Source: an optimization exercise on an open RTL-to-GDS flow (aim: small area and a short achievable clock period). Production flows keep margins and buffers that such runs may drop. The RTL was checked by simulation tests, not by an equivalence proof against the original design. No activity file was given, so power comes from the tool's default toggle rates.

**config.mk**
```make
export PLATFORM = sky130hd
export DESIGN_NAME = vga_style_pipe
export DESIGN_NICKNAME = vga_style_pipe
export VERILOG_FILES = /design/flow/design.v
export SDC_FILE = /design/flow/constraint.sdc
export NUM_CORES = 4
export LEC_CHECK = 0
export CAP_MARGIN = 20
export CORE_MARGIN = 2
export CORE_UTILIZATION = 40
export PLACE_DENSITY = 0.6
export SLEW_MARGIN = 20
```
**constraint.sdc**
```tcl
create_clock -name core_clock -period 180.0 [get_ports {iCLK}]
set_input_delay 36.0000 -clock core_clock [delete_from_list [all_inputs] [get_ports {iCLK}]]
set_output_delay 36.0000 -clock core_clock [all_outputs]
set_load 0.01 [all_outputs]
```
**design.v**
```verilog
module EdgeGray(
	ig00,
	ig01,
	ig02,
	ig10,
	ig11,
	ig12,
	ig20,
	ig21,
	ig22,
	oEdgeGray
);
input		[7:0] ig00;
input		[7:0]	ig01; 
input		[7:0]	ig02; 
input		[7:0]	ig10; 
input		[7:0]	ig11;
input		[7:0]	ig12;
input		[7:0]	ig20;
input		[7:0]	ig21; 
input		[7:0]	ig22; 
output 	[7:0]	oEdgeGray;
wire 		[7:0]	t0,t1,t2,t3,t4,t5,t6,t7;
wire 		[10:0]	otmp;
assign t0 = (ig11>ig00) ? (ig11-ig00) : (ig00-ig11);
assign t1 = (ig11>ig01) ? (ig11-ig01) : (ig01-ig11);
assign t2 = (ig11>ig02) ? (ig11-ig02) : (ig02-ig11);
assign t3 = (ig11>ig10) ? (ig11-ig10) : (ig10-ig11);
assign t4 = (ig11>ig12) ? (ig11-ig12) : (ig12-ig11);
assign t5 = (ig11>ig20) ? (ig11-ig20) : (ig20-ig11);
assign t6 = (ig11>ig21) ? (ig11-ig21) : (ig21-ig11);
assign t7 = (ig11>ig22) ? (ig11-ig22) : (ig22-ig11);
assign otmp = (t0 + t1 + t2 + t3 + t4 + t5 + t6 + t7) >> 1 ;
assign oEdgeGray = (otmp > 90) ? 255 : (otmp < 27) ? 0 : (otmp[7:0]-27)*4;
endmodule 
module SobelEdgeGray(
	ig00,
	ig01,
	ig02,
	ig10,
	ig11,
	ig12,
	ig20,
	ig21,
	ig22,
	oEdgeGray
);
input		[7:0]	ig00;
input		[7:0]	ig01;
input		[7:0]	ig02;
input		[7:0]	ig10;
input		[7:0]	ig11;
input		[7:0]	ig12;
input		[7:0]	ig20;
input		[7:0]	ig21;
input		[7:0]	ig22;
output 	[7:0]	oEdgeGray;
wire 		[10:0]	t1;
wire		[10:0]	t2;
wire 		[10:0]	t3;
wire		[10:0]	t4;
wire 		[10:0]	Tx;
wire		[10:0]	Ty;
wire 		[10:0]	otmp;
assign t1 =  ig02 + 2 * ig12 + ig22;
assign t2 =  ig00 + 2 * ig10 + ig20;
assign Tx =  (t1 >= t2) ? t1 - t2 : t2 - t1;
assign t3 =  ig20 + 2 * ig21 + ig22;
assign t4 =  ig00 + 2 * ig01 + ig02;
assign Ty =  (t3 >= t4) ? t3 - t4 : t4 - t3;
assign otmp = ( Tx + Ty ) >> 1;
assign oEdgeGray =  ( otmp > 255 ) ? 255 : otmp[7:0];
endmodule
module GAUSSIAN(
	ig00,
	ig01,
	ig02,
	ig10,
	ig11,
	ig12,
	ig20,
	ig21,
	ig22,
	oGrey
);
input		[7:0]	ig00;
input		[7:0]	ig01;
input		[7:0]	ig02;
input		[7:0]	ig10;
input		[7:0]	ig11;
input		[7:0]	ig12;
input		[7:0]	ig20;
input		[7:0]	ig21;
input		[7:0]	ig22;
output      [7:0]   oGrey;
wire 		[11:0] 	sum;
assign sum = ig00 + (2*ig01) + ig02 + (2*ig10) + (4*ig11) + (2*ig12) + ig20 + (2*ig21) + ig22;
assign oGrey = sum[11:4];
endmodule 
module RGB2HSI(
	iR,
	iG,
	iB,
	Hue,
	Saturation,
	Intensity
);
input		[7:0]	iR;
input		[7:0]	iG;
input		[7:0]	iB;
output  reg    [8:0]   Hue;
output      [7:0]   Saturation;
output      [7:0]   Intensity;
reg [7:0] min;
wire [9:0] sum;
assign sum = iR + iG + iB;
assign Saturation = (sum==0) ? 0 : (255 - ((765*min)/sum));
assign Intensity = sum/3;
always @(*) begin 
	if (iR <= iG && iR <= iB) begin 
		min = iR;
	end 
	else if (iG < iR && iG <= iB) begin
		min = iG;
	end
	else begin
		min = iB;
	end 
	if (iR==iG && iR==iB) begin
		Hue = 0;
	end 
	else if (min==iB) begin
		Hue = 120*(iG-iB)/(iR+iG-iB-iB);
	end 
	else if (min==iR) begin 
		Hue = 120*(iB-iR)/(iB+iG-iR-iR)+120;
	end 
	else begin
		Hue = 120*(iR-iG)/(iB+iR-iG-iG)+240;
	end 
end 
endmodule  
module HSI2HSI_ALL(
	iH,
	iS,
	iI,
	sw_H,
	sw_H1,
	sw_H2,
	sw_H3,
	sw_S,
	sw_S1,
	sw_S2,
	sw_S3,
	sw_I,
	sw_I1,
	sw_I2,
	sw_I3,
	oH,
	oS,
	oI
);
input		[8:0]	iH;
input		[7:0]	iS;
input		[7:0]	iI;
input               sw_H;
input               sw_H1;
input               sw_H2;
input               sw_H3;
input               sw_S;
input               sw_S1;
input               sw_S2;
input               sw_S3;
input               sw_I;
input               sw_I1;
input               sw_I2;
input               sw_I3;
output      [8:0]   oH;
output      [7:0]   oS;
output      [7:0]   oI;
reg [9:0] oH_w;
reg [8:0] oS_w;
reg [8:0] oI_w;
localparam H_LEVEL1 = 10;
localparam H_LEVEL2 = 20;
localparam H_LEVEL3 = 30;
localparam H_LEVEL4 = 40;
assign oH = (oH_w > 360) ? 360 : oH_w[8:0]; 
assign oS = (oS_w > 255) ? 255 : oS_w[7:0];
assign oI = (oI_w > 255) ? 255 : oI_w[7:0];
always @(*) begin
	if(sw_H)begin
		if({sw_H1,sw_H2,sw_H3} == 3'b000)begin
			if(iH > 60 && iH <=240)begin
				oH_w = (iH>(240-H_LEVEL4)) ? 240 : (iH + H_LEVEL4);
			end  
			else begin
				oH_w = (iH < H_LEVEL4) ? (iH+360-H_LEVEL4) : (iH<(240+H_LEVEL4) && iH > 60) ? 240 : (iH - H_LEVEL4); 
			end  
		end  
		else if({sw_H1,sw_H2,sw_H3} == 3'b001)begin
			if(iH > 60 && iH <=240)begin
				oH_w = (iH>(240-H_LEVEL3)) ? 240 : (iH + H_LEVEL3);
			end  
			else begin
				oH_w = (iH < H_LEVEL3) ? (iH+360-H_LEVEL3) : (iH<(240+H_LEVEL3) && iH > 60) ? 240 : (iH - H_LEVEL3); 
			end  
		end  
		else if({sw_H1,sw_H2,sw_H3} == 3'b010)begin
			if(iH > 60 && iH <=240)begin
				oH_w = (iH>(240-H_LEVEL2)) ? 240 : (iH + H_LEVEL2);
			end  
			else begin
				oH_w = (iH < H_LEVEL2) ? (iH+360-H_LEVEL2) : (iH<(240+H_LEVEL2) && iH > 60) ? 240 : (iH - H_LEVEL2); 
			end  
		end 
		else if({sw_H1,sw_H2,sw_H3} == 3'b011)begin
			if(iH > 60 && iH <=240)begin
				oH_w = (iH>(240-H_LEVEL1)) ? 240 : (iH + H_LEVEL1);
			end  
			else begin
				oH_w = (iH < H_LEVEL1) ? (iH+360-H_LEVEL1) : (iH<(240+H_LEVEL1) && iH > 60) ? 240 : (iH - H_LEVEL1); 
			end  
		end 
		else if({sw_H1,sw_H2,sw_H3} == 3'b100)begin
			if(iH > 60 && iH <=240)begin
				oH_w = (iH<(60+H_LEVEL1))? 60 : (iH - H_LEVEL1) ;
			end  
			else begin
				oH_w = (iH>(360-H_LEVEL1)) ? (iH + H_LEVEL1 - 360) : (iH>(60-H_LEVEL1) && iH < 240) ? 60 : iH + H_LEVEL1; 
			end  
		end 
		else if({sw_H1,sw_H2,sw_H3} == 3'b101)begin
			if(iH > 60 && iH <=240)begin
				oH_w = (iH<(60+H_LEVEL2))? 60 : (iH - H_LEVEL2) ;
			end  
			else begin
				oH_w = (iH>(360-H_LEVEL2)) ? (iH + H_LEVEL2 - 360) : (iH>(60-H_LEVEL2) && iH < 240) ? 60 : iH + H_LEVEL2; 
			end  
		end 
		else if({sw_H1,sw_H2,sw_H3} == 3'b110)begin
			if(iH > 60 && iH <=240)begin
				oH_w = (iH<(60+H_LEVEL3))? 60 : (iH - H_LEVEL3) ;
			end  
			else begin
				oH_w = (iH>(360-H_LEVEL3)) ? (iH + H_LEVEL3 - 360) : (iH>(60-H_LEVEL3) && iH < 240) ? 60 : iH + H_LEVEL3; 
			end  
		end 
		else begin
			if(iH > 60 && iH <=240)begin
				oH_w = (iH<(60+H_LEVEL4))? 60 : (iH - H_LEVEL4) ;
			end  
			else begin
				oH_w = (iH>(360-H_LEVEL4)) ? (iH + H_LEVEL4 - 360) : (iH>(60-H_LEVEL4) && iH < 240) ? 60 : iH + H_LEVEL4; 
			end  
		end  
	end  
	else begin
		oH_w = iH;
	end  
	if(sw_S) begin
		if({sw_S1,sw_S2,sw_S3}==3'b000)begin
			oS_w = (iS<128) ? (iS >> 1) : (iS + (iS >> 1) - 128);
		end 
		else if({sw_S1,sw_S2,sw_S3}==3'b001)begin
			oS_w = (iS<128) ? (iS - (iS>>2) - (iS>>3)) : (iS + (iS >> 2) + (iS >> 3) - 96);
		end  
		else if({sw_S1,sw_S2,sw_S3}==3'b010)begin
			oS_w = (iS<128) ? (iS - (iS >> 2)) : (iS + (iS >> 2) - 64);
		end
		else if({sw_S1,sw_S2,sw_S3}==3'b011)begin
			oS_w = (iS<128) ? (iS - (iS >> 3)) : (iS + (iS >> 3) - 32);
		end  
		else if({sw_S1,sw_S2,sw_S3}==3'b100)begin
			oS_w = (iS>32 && iS<=128)?(iS + (iS >> 3) - 4) : (iS>128 && iS<224) ? (iS - (iS >> 3) + 28) : iS;
		end  
		else if({sw_S1,sw_S2,sw_S3}==3'b101)begin
			oS_w = (iS>32 && iS<=128)?(iS + (iS >> 2) - 8) : (iS>128 && iS<224) ? (iS - (iS >> 2) + 56) : iS;
		end  
		else if({sw_S1,sw_S2,sw_S3}==3'b110)begin
			oS_w = (iS>32 && iS<=128)?(iS + (iS >> 2) + (iS >> 3) - 12) : (iS>128 && iS<224) ? (iS - (iS >> 2) - (iS >> 3) + 84) : iS;
		end  
		else begin
			oS_w = (iS>32 && iS<=128)?(iS + (iS >> 1) - 16) : (iS>128 && iS<224) ? (iS - (iS >> 1) + 112) : iS;
		end  
	end  
	else begin
		oS_w = iS;
	end  
	if(sw_I) begin
		if({sw_I1,sw_I2,sw_I3}==3'b000)begin
			oI_w = (iI<64)?(iI+(iI>>1)):(iI>=64 && iI < 192)?((iI>>1)+64):(iI+(iI>>1)-128);
		end
		else if({sw_I1,sw_I2,sw_I3}==3'b001)begin
			oI_w = (iI<64)?(iI+(iI>>2)+(iI>>3)):(iI>=64 && iI < 192)?(iI-(iI>>2)-(iI>>3)+48):(iI+(iI>>2)+(iI>>3)-96);
		end
		else if({sw_I1,sw_I2,sw_I3}==3'b010)begin
			oI_w = (iI<64)?(iI+(iI>>2)):(iI>=64 && iI < 192)?(iI-(iI>>2)+32):(iI+(iI>>2)-64);
		end 
		else if({sw_I1,sw_I2,sw_I3}==3'b011)begin
			oI_w = (iI<64)?(iI+(iI>>3)):(iI>=64 && iI < 192)?(iI-(iI>>3)+16):(iI+(iI>>3)-32);
		end
		else if({sw_I1,sw_I2,sw_I3}==3'b100)begin
			oI_w = (iI<64)?(iI-(iI>>3)):(iI>=64 && iI < 192)?(iI+(iI>>3)-16):(iI-(iI>>3)+32);
		end
		else if({sw_I1,sw_I2,sw_I3}==3'b101)begin
			oI_w = (iI<64)?(iI-(iI>>2)):(iI>=64 && iI < 192)?(iI+(iI>>2)-32):(iI-(iI>>2)+64);
		end 
		else if({sw_I1,sw_I2,sw_I3}==3'b110)begin
			oI_w = (iI<64)?(iI-(iI>>2)-(iI>>3)):(iI>=64 && iI < 192)?(iI+(iI>>2)+(iI>>3)-48):(iI-(iI>>2)-(iI>>3)+96);
		end
		else begin
			oI_w = (iI<64)?((iI>>1)):(iI>=64 && iI < 192)?(iI+(iI>>1)-64):((iI>>1)+128);
		end  
	end  
	else begin
		oI_w = iI;
	end  
end
endmodule  
module HSI2RGB(
	iH,
	iS,
	iI,
	Red,
	Green,
	Blue
);
input		[8:0]	iH;
input		[7:0]	iS;
input		[7:0]	iI;
output      [7:0]   Red;
output      [7:0]   Green;
output      [7:0]   Blue;
wire [7:0] min;
wire [7:0] temp1;
wire [7:0] temp2;
wire [15:0] IS;
wire [15:0] IS2;
wire [24:0] HSI;
wire [8:0] red2,green2,blue2;
assign IS  = iI*iS;
assign IS2 = (IS*3)/255;
assign HSI = (IS*iH)/10200;
assign min = iI - (IS/255);	
assign red2   = (iH<120) ? (min+IS2-HSI) 	: (iH>=120&&iH<240) ? min 						: (min + HSI - 2*IS2);
assign green2 = (iH<120) ? (min+HSI) 		: (iH>=120&&iH<240) ? (min + 2*IS2 - HSI) : min;
assign blue2  = (iH<120) ? min 				: (iH>=120&&iH<240) ? (min + HSI - IS2) 	: (min + 3*IS2 - HSI);
assign Red = (red2>255)?255:red2;
assign Green = (green2>255)?255:green2;
assign Blue = (blue2>255)?255:blue2;
endmodule  
module GAU_RGB(
	iR,
	iG,
	iB,
	gray,
	oR,
	oG,
	oB
);
input		[7:0]	iR;
input		[7:0]	iG;
input		[7:0]	iB;
input 		[7:0]	gray;
output reg  [7:0]   oR;
output reg  [7:0]   oG;
output reg  [7:0]   oB;
wire		[9:0]	sum;
wire		[9:0]	diff;
wire		[9:0]	sum_g;
wire		[8:0]	diff_3;
wire      [7:0]   tmpR;
wire      [7:0]   tmpG;
wire      [7:0]   tmpB;
assign sum = iR+iG+iB;
assign sum_g = gray+gray+gray;
assign diff = (sum>sum_g)?(sum-sum_g):(sum_g-sum);
assign diff_3 = diff/3;
assign tmpR = (sum>sum_g)? ((iR>diff_3) ? (iR-diff_3) : 0) : ((iR+diff_3>255) ? 255 : (iR+diff_3)); 
assign tmpG = (sum>sum_g)? ((iG>diff_3) ? (iG-diff_3) : 0) : ((iG+diff_3>255) ? 255 : (iG+diff_3)); 
assign tmpB = (sum>sum_g)? ((iB>diff_3) ? (iB-diff_3) : 0) : ((iB+diff_3>255) ? 255 : (iB+diff_3)); 
always @(*) begin
	if(tmpR>127)begin
		oR = (tmpR > 235) ? 255 : (tmpR+20);
	end  
	else begin
		oR = (tmpR < 20) ? 0 : (tmpR-20);
	end  
	if(tmpG>127)begin
		oG = (tmpG > 235) ? 255 : (tmpG+20);
	end  
	else begin
		oG = (tmpG < 20) ? 0 : (tmpG-20);
	end  
	if(tmpB>127)begin
		oB = (tmpB > 235) ? 255 : (tmpB+20);
	end  
	else begin
		oB = (tmpB < 20) ? 0 : (tmpB-20);
	end  
end
endmodule 
module Blend(
	iR,
	iG,
	iB,
	iGray,
	oR,
	oG,
	oB
);
input		[7:0]	iR;
input		[7:0]	iG;
input		[7:0]	iB;
input  		[7:0]	iGray;
output reg  [7:0]   oR;
output reg  [7:0]   oG;
output reg  [7:0]   oB;
wire [9:0] sum;
assign sum = iR + iG + iB;
always @(*) begin
	if(sum < 384)begin
		oR = (iGray==255) ? (iR >> 1) : iR; 
		oG = (iGray==255) ? (iG >> 1) : iG;
		oB = (iGray==255) ? (iB >> 1) : iB; 
	end  
	else begin
		oR = (iGray==255) ? (iR + ((255-iR) >> 1)) : iR; 
		oG = (iGray==255) ? (iG + ((255-iG) >> 1)) : iG;
		oB = (iGray==255) ? (iB + ((255-iB) >> 1)) : iB;
	end  
end
endmodule  
module COLOR_QUAN(
	iR,
	iG,
	iB,
	oR,
	oG,
	oB
);
input		[7:0]	iR;
input		[7:0]	iG;
input		[7:0]	iB;
output      [7:0]   oR;
output      [7:0]   oG;
output      [7:0]   oB;
reg 		[7:0] 	tmpR, tmpG, tmpB;
localparam Q1 = 32;
localparam Q2 = 64;
localparam Q3 = 96;
localparam Q4 = 128;
localparam Q5 = 160;
localparam Q6 = 192;
localparam Q7 = 224;
always @(*) begin
		if(iR < Q1)begin
			tmpR = Q1;
		end  
		else if(iR>=Q1 && iR<Q2)begin
			tmpR = Q2;
		end  
		else if(iR>=Q2 && iR<Q3)begin
			tmpR = Q3;
		end  
		else if(iR>=Q3 && iR<Q4)begin
			tmpR = Q4;
		end  
		else if(iR>=Q4 && iR<Q5)begin
			tmpR = Q5;
		end  
		else if(iR>=Q5 && iR<Q6)begin
			tmpR = Q6;
		end  
		else if(iR>=Q6 && iR<Q7)begin
			tmpR = Q7;
		end  
		else begin
			tmpR = 255;
		end  
		if(iG < Q1)begin
			tmpG = Q1;
		end  
		else if(iG>=Q1 && iG<Q2)begin
			tmpG = Q2;
		end  
		else if(iG>=Q2 && iG<Q3)begin
			tmpG = Q3;
		end  
		else if(iG>=Q3 && iG<Q4)begin
			tmpG = Q4;
		end  
		else if(iG>=Q4 && iG<Q5)begin
			tmpG = Q5;
		end  
		else if(iG>=Q5 && iG<Q6)begin
			tmpG = Q6;
		end  
		else if(iG>=Q6 && iG<Q7)begin
			tmpG = Q7;
		end  
		else begin
			tmpG = 255;
		end  
		if(iB < Q1)begin
			tmpB = Q1;
		end  
		else if(iB>=Q1 && iB<Q2)begin
			tmpB = Q2;
		end  
		else if(iB>=Q2 && iB<Q3)begin
			tmpB = Q3;
		end  
		else if(iB>=Q3 && iB<Q4)begin
			tmpB = Q4;
		end  
		else if(iB>=Q4 && iB<Q5)begin
			tmpB = Q5;
		end  
		else if(iB>=Q5 && iB<Q6)begin
			tmpB = Q6;
		end  
		else if(iB>=Q6 && iB<Q7)begin
			tmpB = Q7;
		end  
		else begin
			tmpB = 255;
		end  
end
assign oR = tmpR; 
assign oG = tmpG;
assign oB = tmpB;
endmodule 
module Gray_Level(iRed, iGreen, iBlue, ogray);
    input  [7:0] iRed;
    input  [7:0] iGreen;
    input  [7:0] iBlue;
    output [7:0] ogray;
    wire   [9:0] tmpgray;
    assign tmpgray = ({2'd0, iRed} + {2'd0, iGreen} + {2'd0, iBlue}) / 3;
    assign ogray = tmpgray[7:0];
endmodule  
module Negative(
	iR,
	iG,
	iB,
	oR,
	oG,
	oB
);
input		[7:0]	iR;
input		[7:0]	iG;
input		[7:0]	iB;
output      [7:0]   oR;
output      [7:0]   oG;
output      [7:0]   oB;
assign oR = ((iR ^ 8'b1111_1111)); 
assign oG = ((iG ^ 8'b1111_1111)); 
assign oB = ((iB ^ 8'b1111_1111)); 
endmodule  
module RGB2RGB_TEMP(
	iR,
	iG,
	iB,
	sw_T,
	sw_T1,
	sw_T2,
	sw_T3,
	oR,
	oG,
	oB
);
input		[7:0]	iR;
input		[7:0]	iG;
input		[7:0]	iB;
input 				sw_T;
input 				sw_T1;
input 				sw_T2;
input 				sw_T3;
output      [7:0]   oR;
output      [7:0]   oG;
output      [7:0]   oB;
reg 		[7:0] 	tmpR, tmpG, tmpB;
localparam TEMP1 = 8'd3;
localparam TEMP2 = 8'd6;
localparam TEMP3 = 8'd9;
localparam TEMP4 = 8'd12;
always @(*) begin
	if(sw_T) begin
		case({sw_T1,sw_T2,sw_T3})
			3'b000:begin
				tmpB = (iB<(8'd255-(TEMP4<<1))) ? (iB + (TEMP4<<1)) : 8'd255;
				tmpG = (iG>TEMP4) ? (iG - TEMP4) : 8'd0;
				tmpR = (iR>TEMP4) ? (iR - TEMP4) : 8'd0;
			end  
			3'b001:begin
				tmpB = (iB<(8'd255-(TEMP3<<1))) ? (iB + (TEMP3<<1)) : 8'd255;
				tmpG = (iG>TEMP3) ? (iG - TEMP3) : 8'd0;
				tmpR = (iR>TEMP3) ? (iR - TEMP3) : 8'd0;
			end  
			3'b010:begin
				tmpB = (iB<(8'd255-(TEMP2<<1))) ? (iB + (TEMP2<<1)) : 8'd255;
				tmpG = (iG>TEMP2) ? (iG - TEMP2) : 8'd0;
				tmpR = (iR>TEMP2) ? (iR - TEMP2) : 8'd0;
			end  
			3'b011:begin
				tmpB = (iB<(8'd255-(TEMP1<<1))) ? (iB + (TEMP1<<1)) : 8'd255;
				tmpG = (iG>TEMP1) ? (iG - TEMP1) : 8'd0;
				tmpR = (iR>TEMP1) ? (iR - TEMP1) : 8'd0;
			end  
			3'b100:begin
				tmpB = (iB>(TEMP1<<1)) ? (iB - (TEMP1<<1)) : 8'd0;
				tmpG = (iG<(255-TEMP1)) ? (iG + TEMP1) : 8'd255;
				tmpR = (iR<(255-TEMP1)) ? (iR + TEMP1) : 8'd255;
			end  
			3'b101:begin
				tmpB = (iB>(TEMP2<<1)) ? (iB - (TEMP2<<1)) : 8'd0;
				tmpG = (iG<(8'd255-TEMP2)) ? (iG + TEMP2) : 8'd255;
				tmpR = (iR<(8'd255-TEMP2)) ? (iR + TEMP2) : 8'd255;
			end  
			3'b110:begin
				tmpB = (iB>(TEMP3<<1)) ? (iB - (TEMP3<<1)) : 8'd0;
				tmpG = (iG<(8'd255-TEMP3)) ? (iG + TEMP3) : 8'd255;
				tmpR = (iR<(8'd255-TEMP3)) ? (iR + TEMP3) : 8'd255;
			end  
			3'b111:begin
				tmpB = (iB>(TEMP4<<1)) ? (iB - (TEMP4<<1)) : 8'd0;
				tmpG = (iG<(8'd255-TEMP4)) ? (iG + TEMP4) : 8'd255;
				tmpR = (iR<(8'd255-TEMP4)) ? (iR + TEMP4) : 8'd255;
			end  
		endcase  
	end  
	else begin
		tmpR = iR;
		tmpG = iG;
		tmpB = iB;
	end  
end
assign oR = tmpR; 
assign oG = tmpG;
assign oB = tmpB;
endmodule 
module EDGE_STR(
	iR,
	iG,
	iB,
	edg,
	oR,
	oG,
	oB
);
input		[7:0]	iR;
input		[7:0]	iG;
input		[7:0]	iB;
input		[7:0]	edg;
output      [7:0]   oR;
output      [7:0]   oG;
output      [7:0]   oB;
assign oR = (edg==255)? ((iR<128) ? (iR >> 2) : (255 - ((255-iR) >> 2))) : iR; 
assign oG = (edg==255)? ((iG<128) ? (iG >> 2) : (255 - ((255-iG) >> 2))) : iG; 
assign oB = (edg==255)? ((iB<128) ? (iB >> 2) : (255 - ((255-iB) >> 2))) : iB; 
endmodule 
module vga_style_pipe(
	iCLK,
	iRST_N,
	iR,
	iG,
	iB,
	iW0,
	iW1,
	iW2,
	iW3,
	iW4,
	iW5,
	iW6,
	iW7,
	iW8,
	iSTYLE,
	iH_CTRL,
	iS_CTRL,
	iI_CTRL,
	iT_CTRL,
	iEdge,
	iPic,
	ikeypxl,
	ikey_valid,
	oR,
	oG,
	oB
);
input				iCLK;
input				iRST_N;
input		[7:0]	iR;
input		[7:0]	iG;
input		[7:0]	iB;
input		[7:0]	iW0;
input		[7:0]	iW1;
input		[7:0]	iW2;
input		[7:0]	iW3;
input		[7:0]	iW4;
input		[7:0]	iW5;
input		[7:0]	iW6;
input		[7:0]	iW7;
input		[7:0]	iW8;
input       [2:0]   iSTYLE;
input       [3:0]   iH_CTRL;
input       [3:0]   iS_CTRL;
input       [3:0]   iI_CTRL;
input       [3:0]   iT_CTRL;
input               iEdge;
input               iPic;
input       [7:0]   ikeypxl;
input               ikey_valid;
output	reg	[7:0]	oR;
output	reg	[7:0]	oG;
output	reg	[7:0]	oB;
reg     [7:0]       oVGA_R_w;
reg     [7:0]       oVGA_G_w;
reg     [7:0]       oVGA_B_w;
wire		[8:0]	rgb2hsi_H_w;
wire		[7:0]	rgb2hsi_S_w;
wire		[7:0]	rgb2hsi_I_w;
reg 		[8:0]	rgb2hsi_H_r;
reg 		[7:0]	rgb2hsi_S_r;
reg 		[7:0]	rgb2hsi_I_r;
wire        [8:0]   h2h_H_w;
wire        [7:0]   h2h_S_w;
wire        [7:0]   h2h_I_w;
reg         [8:0]   h2h_H_r;
reg         [7:0]   h2h_S_r;
reg         [7:0]   h2h_I_r;
wire        [7:0]   hsi2rgb_R_w;
wire        [7:0]   hsi2rgb_G_w;
wire        [7:0]   hsi2rgb_B_w;
reg         [7:0]   hsi2rgb_R_r;
reg         [7:0]   hsi2rgb_G_r;
reg         [7:0]   hsi2rgb_B_r;
reg         [23:0] pipe0;
reg         [23:0] pipe1;
reg         [23:0] pipe2;
reg         [23:0] pipe3;
wire        [23:0] pipe4_w;
reg         [23:0] pipe4;
reg         [23:0] pipe5;
reg         [23:0] pipe6;
reg         [8:0]  Keyin_0;
reg         [8:0]  Keyin_1;
reg         [8:0]  Keyin_2;
reg         [8:0]  Keyin_3;
reg         [8:0]  Keyin_4;
reg         [8:0]  Keyin_5;
reg         [8:0]  Keyin_6;
wire        [7:0] feat_0_w;
reg         [7:0] feat_0;
reg         [7:0] feat_1;
reg         [7:0] feat_2;
reg         [7:0] feat_3;
reg         [7:0] feat_4;
reg         [7:0] feat_5;
reg         [7:0] feat1_0;
reg         [7:0] feat1_1;
reg         [7:0] feat1_2;
reg         [7:0] feat1_3;
wire        [7:0] gaus_0_w;
reg         [7:0] gaus_0;
reg         [7:0] gaus_1;
reg         [7:0] gaus_2;
reg         [23:0] gaus_3;
reg         [23:0] gaus_4;
reg         [23:0] gaus_5;
reg                OutCtrl_p0;
reg                OutCtrl_p1;
reg                OutCtrl_p2;
reg                OutCtrl_p3;
reg         [5:0]  PostCtrl_p0;
reg         [5:0]  PostCtrl_p1;
reg         [5:0]  PostCtrl_p2;
reg         [5:0]  PostCtrl_p3;
reg         [5:0]  PostCtrl_p4;
reg         [5:0]  PostCtrl_p5;
reg         [11:0]  HSICtrl0;
reg         [11:0]  HSICtrl1;
wire    [23:0]      i_sharpen;
wire    [23:0]      o_sharpen;
wire    [7:0]      o_gray;
reg     [7:0]      gray_r;
wire    [23:0]      o_neg;
reg     [23:0]      neg_r;
wire    [23:0]      o_temp;
reg     [23:0]      temp_r;
reg     [3:0]       temp_0;
reg     [3:0]       temp_1;
reg     [3:0]       temp_2;
reg     [3:0]       temp_3;
reg     [3:0]       temp_4;
wire    [7:0]       gaus_r;
wire    [7:0]       gaus_g;
wire    [7:0]       gaus_b;
wire    [7:0]       quant_r;
wire    [7:0]       quant_g;
wire    [7:0]       quant_b;
wire    [7:0]       pic_edge_r;
wire    [7:0]       pic_edge_g;
wire    [7:0]       pic_edge_b;
wire    [7:0]       final_out_R;
wire    [7:0]       final_out_G;
wire    [7:0]       final_out_B;
wire [7:0] feat_0_w1;
wire [7:0] feat_0_w2;
wire [8:0] feat_0_temp;
EdgeGray  edge_gray(.ig00(iW0), .ig01(iW1), .ig02(iW2), .ig10(iW3), .ig11(iW4),
        .ig12(iW5), .ig20(iW6), .ig21(iW7), .ig22(iW8), .oEdgeGray(feat_0_w1));
SobelEdgeGray sobel_edge_gray(.ig00(iW0), .ig01(iW1), .ig02(iW2), .ig10(iW3), .ig11(iW4),
        .ig12(iW5), .ig20(iW6), .ig21(iW7), .ig22(iW8), .oEdgeGray(feat_0_w2));
assign feat_0_temp = (feat_0_w1 + feat_0_w2);
assign feat_0_w = (feat_0_temp > 255) ? 255 : (feat_0_temp[7:0]);
GAUSSIAN gaus(.ig00(iW0),.ig01(iW1),.ig02(iW2),.ig10(iW3),.ig11(iW4),.ig12(iW5),
	.ig20(iW6),.ig21(iW7),.ig22(iW8),.oGrey(gaus_0_w));
RGB2HSI rgb2hsi(pipe0[7:0], pipe0[15:8], pipe0[23:16], rgb2hsi_H_w, rgb2hsi_S_w, rgb2hsi_I_w);
HSI2HSI_ALL hsh(rgb2hsi_H_r, rgb2hsi_S_r, rgb2hsi_I_r, HSICtrl1[0], HSICtrl1[1], HSICtrl1[2],
	HSICtrl1[3], HSICtrl1[4], HSICtrl1[5], HSICtrl1[6], HSICtrl1[7], HSICtrl1[8], HSICtrl1[9],
	HSICtrl1[10], HSICtrl1[11], h2h_H_w, h2h_S_w, h2h_I_w);
HSI2RGB hsi2rgb(h2h_H_r, h2h_S_r, h2h_I_r, hsi2rgb_R_w, hsi2rgb_G_w, hsi2rgb_B_w);
GAU_RGB gaus_rgb( .iR(pipe2[7:0]), .iG(pipe2[15:8]), .iB(pipe2[23:16]), .gray(gaus_2), .oR(gaus_r), .oG(gaus_g), .oB(gaus_b));
Blend   sharpener( .iR(i_sharpen[7:0]),.iG(i_sharpen[15:8]),.iB(i_sharpen[23:16]),.iGray(feat1_3),
	.oR(o_sharpen[7:0]),.oG(o_sharpen[15:8]),.oB(o_sharpen[23:16]));
COLOR_QUAN color_quant(.iR(gaus_3[7:0]),.iG(gaus_3[15:8]),.iB(gaus_3[23:16]),.oR(quant_r),.oG(quant_g),.oB(quant_b));
Gray_Level gray_level(.iRed(pipe4[7:0]), .iGreen(pipe4[15:8]), .iBlue(pipe4[23:16]), .ogray(o_gray));
Negative   negative(.iR(pipe4[7:0]),.iG(pipe4[15:8]),.iB(pipe4[23:16]),
	.oR(o_neg[7:0]),.oG(o_neg[15:8]),.oB(o_neg[23:16]));
RGB2RGB_TEMP rgb_temp(.iR(pipe4[7:0]),.iG(pipe4[15:8]),.iB(pipe4[23:16]),.sw_T(temp_4[0]),.sw_T1(temp_4[1]),
				.sw_T2(temp_4[2]),.sw_T3(temp_4[3]),.oR(o_temp[7:0]),.oG(o_temp[15:8]),.oB(o_temp[23:16]));
EDGE_STR  edge_str(.iR(gaus_4[7:0]),.iG(gaus_4[15:8]),.iB(gaus_4[23:16]),.edg(feat_4),.oR(pic_edge_r),.oG(pic_edge_g),.oB(pic_edge_b));
assign final_out_R = (Keyin_6[8]==1) ? Keyin_6[7:0] : pipe6[7:0];
assign final_out_G = (Keyin_6[8]==1) ? Keyin_6[7:0] : pipe6[15:8];
assign final_out_B = (Keyin_6[8]==1) ? Keyin_6[7:0] : pipe6[23:16];
always@(posedge iCLK or negedge iRST_N) begin
	if(!iRST_N) begin
		pipe0 <= 0;
		feat_0 <= 0;
		gaus_0 <= 0;
		feat1_0<=0;
		Keyin_0 <= 0;
		rgb2hsi_H_r <= 0;
		rgb2hsi_S_r <= 0;
		rgb2hsi_I_r <= 0;
		pipe1 <= 0;
		feat_1 <= 0;
		gaus_1 <= 0;
		Keyin_1 <= 0;
		feat1_1 <= 0;
		h2h_H_r <= 0;
		h2h_S_r <= 0;
		h2h_I_r <= 0;
		pipe2 <= 0;
		feat_2 <= 0;
		gaus_2 <= 0;
		Keyin_2 <= 0;
		feat1_2 <= 0;
		hsi2rgb_R_r <= 0;
		hsi2rgb_G_r <= 0;
		hsi2rgb_B_r <= 0;
		pipe3 <= 0;
		feat_3 <= 0;
		gaus_3 <= 0;
		Keyin_3 <= 0;
		feat1_3 <= 0;
		pipe4 <= 0;
		feat_4 <= 0;
		gaus_4 <= 0;
		Keyin_4 <= 0;
		pipe5 <= 0;
		gray_r <= 0;
		neg_r <= 0;
		temp_r <= 0;
		feat_5 <= 0;
		gaus_5 <= 0;
		Keyin_5 <= 0;
		pipe6 <= 0;
		Keyin_6 <= 0;
	end
	else begin
		pipe0 <= {iB, iG, iR};
		feat_0 <= feat_0_w;
		gaus_0 <= gaus_0_w;
		feat1_0 <= feat_0_w1;
		Keyin_0 <= {ikey_valid, ikeypxl};
		rgb2hsi_H_r <= rgb2hsi_H_w;
		rgb2hsi_S_r <= rgb2hsi_S_w;
		rgb2hsi_I_r <= rgb2hsi_I_w;
		pipe1 <= pipe0;
		feat_1 <= feat_0;
		gaus_1 <= gaus_0;
		Keyin_1 <= Keyin_0;
		feat1_1 <= feat1_0;
		h2h_H_r <= h2h_H_w;
		h2h_S_r <= h2h_S_w;
		h2h_I_r <= h2h_I_w;
		pipe2 <= pipe1;
		feat_2 <= feat_1;
		gaus_2 <= gaus_1;
		Keyin_2 <= Keyin_1;
		feat1_2 <= feat1_1;
		hsi2rgb_R_r <= hsi2rgb_R_w;
		hsi2rgb_G_r <= hsi2rgb_G_w;
		hsi2rgb_B_r <= hsi2rgb_B_w;
		pipe3 <= pipe2;
		feat_3 <= feat_2;
		gaus_3 <= {gaus_b, gaus_g, gaus_r};
		Keyin_3 <= Keyin_2;
		feat1_3 <= feat1_2;
		pipe4 <= pipe4_w;
		feat_4 <= feat_3;
		gaus_4 <= {quant_b, quant_g, quant_r};
		Keyin_4 <= Keyin_3;
		pipe5 <= pipe4;
		gray_r <= o_gray;
		neg_r <= o_neg;
		temp_r <= o_temp;
		feat_5 <= 8'd255^feat_4;
		gaus_5 <= {pic_edge_b, pic_edge_g, pic_edge_r};
		Keyin_5 <= Keyin_4;
		pipe6 <= {oVGA_B_w ,oVGA_G_w ,oVGA_R_w};
		Keyin_6 <= Keyin_5;
	end
end
always@(posedge  iCLK or negedge iRST_N) begin
	if(!iRST_N) begin
		OutCtrl_p0  <= 0;
		OutCtrl_p1  <= 0;
		OutCtrl_p2  <= 0;
		OutCtrl_p3  <= 0;
		HSICtrl0    <= 0;
		HSICtrl1    <= 0;
		PostCtrl_p0 <= 0;
		PostCtrl_p1 <= 0;
		PostCtrl_p2 <= 0;
		PostCtrl_p3 <= 0;
		PostCtrl_p4 <= 0;
		PostCtrl_p5 <= 0;
		temp_0 <= 0;
		temp_1 <= 0;
		temp_2 <= 0;
		temp_3 <= 0;
		temp_4 <= 0;
	end
	else begin
		OutCtrl_p0  <= (iH_CTRL[0]|iS_CTRL[0]|iI_CTRL[0]);
		OutCtrl_p1  <= OutCtrl_p0;
		OutCtrl_p2  <= OutCtrl_p1;
		OutCtrl_p3  <= OutCtrl_p2;
		HSICtrl0    <= {iI_CTRL, iS_CTRL, iH_CTRL};
		HSICtrl1    <= HSICtrl0;
		PostCtrl_p0 <= {iT_CTRL[0], iPic, iEdge, iSTYLE};
		PostCtrl_p1 <= PostCtrl_p0;
		PostCtrl_p2 <= PostCtrl_p1;
		PostCtrl_p3 <= PostCtrl_p2;
		PostCtrl_p4 <= PostCtrl_p3;
		PostCtrl_p5 <= PostCtrl_p4;
		temp_0 <= iT_CTRL;
		temp_1 <= temp_0;
		temp_2 <= temp_1;
		temp_3 <= temp_2;
		temp_4 <= temp_3;
	end
end
assign i_sharpen = (OutCtrl_p3==1) ? {hsi2rgb_B_r, hsi2rgb_G_r ,hsi2rgb_R_r} : pipe3;
assign pipe4_w   = (PostCtrl_p3[2]==1) ? o_sharpen : i_sharpen;
always@(*) begin
	case({PostCtrl_p5[5:3], PostCtrl_p5[1:0]})
		5'b00000: begin
			oVGA_R_w = pipe5[7:0];
			oVGA_G_w = pipe5[15:8];
			oVGA_B_w = pipe5[23:16];
		end
		5'b00001: begin
			oVGA_R_w = gray_r;
			oVGA_G_w = gray_r;
			oVGA_B_w = gray_r;
		end
		5'b00010: begin
			oVGA_R_w = neg_r[7:0];
			oVGA_G_w = neg_r[15:8];
			oVGA_B_w = neg_r[23:16];
		end
		5'b00100: begin
			oVGA_R_w = feat_5;
			oVGA_G_w = feat_5;
			oVGA_B_w = feat_5;
		end
		5'b01000: begin
			oVGA_R_w = gaus_5[7:0];
			oVGA_G_w = gaus_5[15:8];
			oVGA_B_w = gaus_5[23:16];
		end
		5'b10000: begin
			oVGA_R_w = temp_r[7:0];
			oVGA_G_w = temp_r[15:8];
			oVGA_B_w = temp_r[23:16];
		end
		default: begin
			oVGA_R_w = pipe5[7:0];
			oVGA_G_w = pipe5[15:8];
			oVGA_B_w = pipe5[23:16];
		end
	endcase
end
always@(posedge iCLK or negedge iRST_N) begin
	if(!iRST_N) begin
		oR <= 0;
		oG <= 0;
		oB <= 0;
	end
	else begin
		oR <= final_out_R;
		oG <= final_out_G;
		oB <= final_out_B;
	end
end
endmodule
```
**run.sh**
```bash
#!/bin/bash
# synth_recipe.tcl (not shown) runs the flow's synth.tcl, then flattens the netlist and writes it again
# the make line also repeats each setting of config.mk as NAME=value (left out here)
make -C /OpenROAD-flow-scripts/flow DESIGN_CONFIG=/design/flow/config.mk WORK_HOME=/design/flow/orfs CLKGATE_MAP_FILE= SYNTH_SCRIPT=/design/flow/synth_recipe.tcl finish
```
==> run notes <==
- H-tree levels: 3
- Sw Pwr: 104 mW
- Static Leak: 81.4 nW
- Setup Buffers After CTS: 0
- Worst Max-Slew Pin Slew: around 1.3 ns
- Power Clock: 0.162 mW
- Flop pwr share: 0.003
- WS Path Type: flop to flop
- Worst-path cell with the longest stage delay: xor2_1
- Post-synthesis sequential area ratio: 0.0887
- Worst path buffer plus inverter count: 27
- Placed cell count: between 20k and 30k
- Synthesized flop and latch total: 601
- Drt via density: slightly below 6
- Hold Vio Cnt, Final: 0
- Clock root cell: clkbuf_16
- Core Util, Final: 0.427
- Skew final: 0.0627 ns
- Yosys warning count: 7
- Final instance area: 181000 sq um
- Startpoint types: flop
- Final setup vio count: 0
- Top-area cell type share of the netlist area: 0.209
- Most frequent cells after synthesis: ha_1 (2833), nand2_1 (1987), a21oi_1 (1917), nor2_1 (1903), inv_1 (1522)
- Initial antenna violation count: 34
- Register area: between 15000 and 20000 sq um
- Combinational group share of total power: 0.996
- Hold EP: feat1_3[1]
- Synth unique cells: 181
- Rel. slew slack: 0.123
- First-pass GRT wire length: 844000 um
- Pre-Repair DR Iteration Count: 11
- Hold buffer count at CTS: 0
- Crit share post-route: 0.685
- Starting Density: 0.401
- Reg2reg end: rgb2hsi_H_r[0]
- Crit end category: flop
- Mean Syn Cell Area: approximately 7.5 sq um
- Gr ovfl total: 0
- Area of the core: roughly 420000 sq um
- Vias in the first global route: around 150k
- Yosys top cell by area: ha_1
- Worst R2R Start: pipe0[1]
- GP Congestion: between 0.9 and 1
- Synthesis-to-finish area growth: 6.61%
- Largest power group: combinational logic
- Clock tree buffer depth: 3
- Net Sw Frac: 0.595
- Post-Synthesis Cells: approximately 23k
- CP required: 180.57 ns
- RSZ-0062 raised after global routing: no
- Post-synth EDFFs: 0
- CP Max Fanout: 56
- Die Height: 655 um
- VDD IR max: about 3500 uV
- Gr usage total: 0.240
- Pin count of the biggest net entering global routing: 80
- Average wire per standard cell: ~19 um
- DRC viols: 0
- Slew Viols, Final: 0
- Share of layout cells above drive strength 1: 0.0629
- Mapped Area: 169000 sq um
- Max Cap Viol: 0
- Vias post-DR: 164k
- Port bufs: roughly 150
- Top post-synthesis cells by area: ha_1 (21%), dfrtp_1 (8.9%), a21oi_1 (5.7%)
- Fin crit period: around 120 ns
- PostCTS Resize Cnt: 0
- # IOs: between 150 and 200
- Initial drt markers: 11.6k
- CP top delay family: compound AO/OA/AOI/OAI gates
- Multi-input gate area: roughly 150000 sq um
- Clock-pin slew on the worst setup and hold paths: 0.07 ns
- Hold-critical path depth: 0
- Worst skew pair latency: around 0.7 ns
- Clock group share of total power: 0.001
- Post-synth ARST share: 1.00
- Num CTS Buffers: 70
- CP dominant cell by count: o21a_1
- Setup TNS: 0 ns
- Final Net Count: roughly 26k
- CP arrival: 123.79 ns
- Antenna-violating nets left: 0
- Worst path depth: approximately 640
- Crit path largest cell delay: around 0.85 ns
- Cells on worst reg2reg path: 635
- PwrDens: 965 nW/um^2
- CP startpoint: pipe0[1]
- Most frequent cell after synthesis: ha_1
- R2R setup slack: 56.78 ns
- FMAX: just over 8 MHz
- Die ar.: approximately 430000 sq um
- Die width: 655 um
- Cell row count: around 240
- Worst Setup EP: rgb2hsi_H_r[0]
- Total sequential power: about 0.48 mW
- Cell Area, Placed: about 180000 sq um
- Hold crit path type: flop to flop
- Post-Route WL: ~530000 um
- CTS Sinks: roughly 600
- Ys flop type: dfrtp_1
- Fillers: between 40k and 50k
- Non-Filler Instances: roughly 28k
- Logic power comb: roughly 170 mW
- Hold_sp: feat1_2[1]
- Post-DP HPWL: around 430000 um
- Status: complete, no violations
- Total internal power: between 70 and 80 mW
- CTS tree: built
## layout by cell type (no fill, tap or decap), types with 530 or more instances in the layout
cell / Yosys / routed
inv_1: 1522 / 1517
dfrtp_1: 601 / 599
o21a_1: 1148 / 1148
nor3_1: 1193 / 1192
nor2_1: 1903 / 1894
ha_1: 2833 / 2827
a21oi_1: 1917 / 1902
xor2_1: 535 / 530
a21o_1: 585 / 574
nand2_1: 1987 / 1983
o31ai_1: 710 / 710
o21ai_0: 1131 / 1117
xnor2_1: 1022 / 1010
## routing by layer
| metal | routed length (um) | part of all wire | GRT usage |
|---|---|---|---|
| met1 | 248000 | 0.46 | 0.326 |
| met2 | 241000 | 0.45 | 0.400 |
| met3 | 28200 | 0.053 | 0.0241 |
| met4 | 16200 | 0.030 | 0.0682 |
| met5 | 165 | 0.00031 | 0 |
## metrics by stage
stage	power (mW)	setup WS [ns]	hold slack [ns]
floorplan	167	61.85	0.331
global placement	171	59.68	0.331
detailed placement	172	58.15	0.335
CTS	174	57.47	0.317
global route	183	46.51	0.327
finish	174	56.78	0.311
## area by class of cell
type                    count  share of cell area
repair buffers            451              0.0209
flip-flops and latches    601              0.0833
clock buffers              87              0.0105
inverters                1536              0.0319
clock inverters            40             0.00404
multi-input cells       19841               0.809
well taps                5663              0.0392
diodes                     70            0.000969
## registers in the layout, indices dropped and copies added, names as in the netlist, 12 cells and up
signal	count
HSICtrl1	12
pipe4	24
pipe0	24
pipe5	24
gaus_5	18
pipe2	24
temp_r	24
gaus_4	12
pipe6	24
pipe1	24
neg_r	24
HSICtrl0	12
pipe3	24
## logic make-up (layout without fill, tap and decap cells)
logic type / count (synthesis) / in the layout / share of synthesized area
AND/OR/NAND/NOR: 7319 / 7319 / 0.207
buffers and inverters: 2214 / 2114 / 0.0527
multiplexers: 565 / 565 / 0.0367
XOR/XNOR: 1570 / 1570 / 0.0818
flip-flops: 601 / 601 / 0.0887
AO/OA/AOI/OAI: 7131 / 7131 / 0.276
other: 1 / 84 / 0.0000221
adder cells (fa/ha/maj): 3242 / 3242 / 0.256

-- what the ideal ports hide --
The flow's constraints put no driver on any port. The routed layout listed below was extracted and timed again, unchanged, in two steps. Step 1 assumes that a clkbuf_16 drives the clock port and a buf_2 every other input. Step 2, shift: input delay + t, output delay - t, t = (earliest + latest rising clock arrival at the registers) / 2. This alone moves slack from input paths to output paths. Slacks: ideal / step 1 / step 2; pairs: ideal / step 1.
t, ns: 0.745
slack for setup (ns): 56.779 / 56.779 / 56.779
worst register clock-pin slew, ns: 0.08 / 0.08
worst data-port slew with drivers (ns): 0.23
cell pins on the clock port's net: 1
After both steps setup and hold are still met in this run. The setup slack of this run moves by 0.000 ns with the drivers and by 0.000 ns with both steps.
